From an optimization exercise on the open Yosys and OpenROAD flow, aimed at small area, a short achievable clock period and few clock cycles; shortcuts taken in it are not production practice.
Function was checked by simulation only, so behaviour that the tests miss may differ from the original.

== run A ==
// hex2dec
module hex2dec (
    input start,
    input [15:0] hex_data,
    output [7:0] ascii_data,
    output reg valid,
    output reg ready,
    input clk,
    input rstn
);
export LEC_CHECK = 0
export CAP_MARGIN = 20
export CORE_MARGIN = 2
export CORE_UTILIZATION = 40
export SETUP_SLACK_MARGIN = 3.2
export SLEW_MARGIN = 20
create_clock -name core_clock -period 6.0 [get_ports {clk}]
standard.sh (not shown) runs the stock make flow with config.mk's settings and CLKGATE_MAP_FILE= SYNTH_SCRIPT=/design/flow/synth_recipe.tcl, a recipe that flattens the netlist after the stock synthesis.
==> flow/flow/run.sh <==
#!/bin/bash
# Own layout flow: the standard synthesis, then its combinational logic mapped
# again by ABC for area (flip-flops kept as the standard synthesis made them:
# same instances, names and cells), then the standard flow from floorplan on.
set -euo pipefail
W=$(pwd)
R=$W/orfs/results/$FLOW_PLATFORM/hex2dec/base
L=$W/orfs/logs/$FLOW_PLATFORM/hex2dec/base
LIB=$FLOW_HOME/platforms/$FLOW_PLATFORM/lib/sky130_fd_sc_hd__tt_025C_1v80.lib
YOSYS=yosys
[[ -x $FLOW_HOME/../tools/install/yosys/bin/yosys ]] && YOSYS=$FLOW_HOME/../tools/install/yosys/bin/yosys
# ABC script for the second mapping: delay-targeted mapping with gate sizing
ABC_ARGS="-script $W/flow/abc.script"

bash standard.sh synth > $W/log_standard_synth.txt 2>&1
cp $R/1_2_yosys.v $W/standard_1_2_yosys.v

$YOSYS -q -l $W/log_cells.txt -p "read_liberty -ignore_miss_func $LIB; write_verilog -noattr $W/cells_all.v" > /dev/null
python3 $W/flow/comb_cells.py $W/cells_all.v $W/cells_comb.v

DU=$(grep -o -- "-dont_use [^ ]*" $L/1_2_yosys.log | sort -u | tr '\n' ' ')
cat > $W/resynth.ys <<EOY
read_liberty -lib $LIB
read_verilog $W/standard_1_2_yosys.v
hierarchy -top $FLOW_TOP
techmap -map $W/cells_comb.v
techmap
opt -fast
opt -purge
abc $ABC_ARGS -liberty $LIB $DU
opt_clean -purge
hilomap -singleton -hicell sky130_fd_sc_hd__conb_1 HI -locell sky130_fd_sc_hd__conb_1 LO
insbuf -buf sky130_fd_sc_hd__buf_4 A X
opt_clean -purge
stat -liberty $LIB
check -assert -mapped
write_verilog -noattr -nohex -nodec $W/resynth.v
EOY
$YOSYS -l $W/log_resynth.txt $W/resynth.ys > /dev/null
cp $W/resynth.v $R/1_2_yosys.v
rm -f $R/1_synth.odb
bash standard.sh "BUFFER_PORTS_ARGS=-buffer_cell sky130_fd_sc_hd__buf_1" finish > $W/log_standard_finish.txt 2>&1
==> flow/flow/abc.script <==
strash
ifraig
balance
rewrite
refactor
balance
rewrite
rewrite -z
balance
refactor -z
rewrite -z
balance
dch -f
map -D 2000
buffer
upsize -D 2000
dnsize -D 2000
==> flow/flow/comb_cells.py <==
# Keep the combinational cells from Yosys's functional models of the
# library (read_liberty output): no flip-flops, latches, tie or tristate cells.
import re, sys
src = open(sys.argv[1]).read()
out = []
for body, name in re.findall(r'(module (\S+?)\(.*?endmodule)', src, re.S):
    if 'always' in body or ' reg ' in body or 'conb' in name or "'z" in body or 'bz' in body:
        continue
    if 'assign' not in body:
        continue
    out.append(body)
open(sys.argv[2], 'w').write('\n\n'.join(out) + '\n')
Testbench counts of run A, summed over its fixed seeds: cycles 1,936.
Edits applied to the flow inputs when going from run A to run B:
==> flow/flow/abc.script <==
strash
balance
rewrite
refactor
balance
rewrite
rewrite -z
balance
refactor -z
rewrite -z
balance
balance
rewrite
refactor
balance
rewrite
rewrite -z
balance
refactor -z
rewrite -z
balance
dch -f
map -D 1800
buffer
upsize -D 1800
dnsize -D 1800
-- flow/config.mk --
<<< run A, line 9
export CORE_MARGIN = 2
export CORE_UTILIZATION = 40
export SETUP_SLACK_MARGIN = 3.2
export SLEW_MARGIN = 20
>>> run B, line 9
export CORE_MARGIN = 2
export CORE_UTILIZATION = 40
export CTS_CLUSTER_DIAMETER = 100
export CTS_CLUSTER_SIZE = 30
export SLEW_MARGIN = 20
==> summary.txt <==
- Total track usage (run B over run A): decrease, 2.7 points
- Area added between synthesis and finish delta for run B relative to run A: 29 points lower
- Relative to run A, wire length of the first global-routing pass decreased by 210 um in run B.
- Die area deteriorates in run B relative to run A.
- Sequential share of layout area was higher in the run labelled run B.
- Run B ends up with a post-route fraction of the period consumed by the critical path that is 2.5 points higher than in run A.
Inputs modified between run B and run C:
-- flow/config.mk --
<<< run B, line 8
export CAP_MARGIN = 20
export CORE_MARGIN = 2
export CORE_UTILIZATION = 40
export CTS_CLUSTER_DIAMETER = 100
export CTS_CLUSTER_SIZE = 30
export SLEW_MARGIN = 20
>>> run C, line 8
export CAP_MARGIN = 20
export CORE_MARGIN = 2
export CORE_UTILIZATION = 50
export SLEW_MARGIN = 20
Findings:
- | total number of tap cells | lower: run C |
- Compared with run B, run C shows a minimum clock period that is 5.7 ps higher.
- The fraction of area in registers of run C is higher than that of run B.
- Between run B and run C, the share of the clock period used by the worst path figures differ only marginally.
- Run B → run C: global router's overall resource usage grew by 5.0 points, achievable frequency held steady, share of the core filled with cells in the final layout grew by 12 points, arrival time reported for the critical path endpoint grew by 20 ps.
- Floorplan die height (higher): run B
- Looking at worst setup path startpoint, the r[12] result is from run B; the r[8] one comes from run C.
Modified inputs, run D compared to run C
-- flow/config.mk --
<<< run C, line 8
export CAP_MARGIN = 20
export CORE_MARGIN = 2
export CORE_UTILIZATION = 50
export SLEW_MARGIN = 20
>>> run D, line 8
export CAP_MARGIN = 20
export CORE_MARGIN = 2
export CORE_UTILIZATION = 40
export PLACE_DENSITY = 0.85
export SLEW_MARGIN = 20
--- outcome ---
On worst-skew pair later-pin latency, run D tracks run C almost exactly. Delta (run D minus run C): non-clock buffer area fraction after layout closely matched the old numbers; worst clock skew on the final layout has decreased; final worst-path setup slack shows an increase of 34 ps; worst hold slack after final layout has decreased.

separate check: timing with driven ports:
The results above use ideal ports. As a check the final layouts listed here were re-extracted and re-timed, cells and wires unchanged.
Step 1 assumes that a clkbuf_16 drives the clock port and a buf_2 every other input.
Step 2 also shifts input and output timing later by t, the mid clock arrival at the registers, as if the neighbouring blocks saw the same clock.
a / b / c = ideal / step 1 / step 2; a / b = the first two.
| run | shift t [ns] | slack for setup (ns) | worst setup path after step 2 |
|---|---|---|---|
| run A | 0.295 | 3.238 / 3.238 / 3.238 | register to register |
| run B | 0.299 | 3.089 / 3.089 / 3.089 | register to register |
| run C | 0.300 | 3.083 / 3.083 / 3.083 | register to register |
| run D | 0.294 | 3.117 / 3.117 / 3.117 | register to register |
After both steps setup and hold are still met in every run listed.
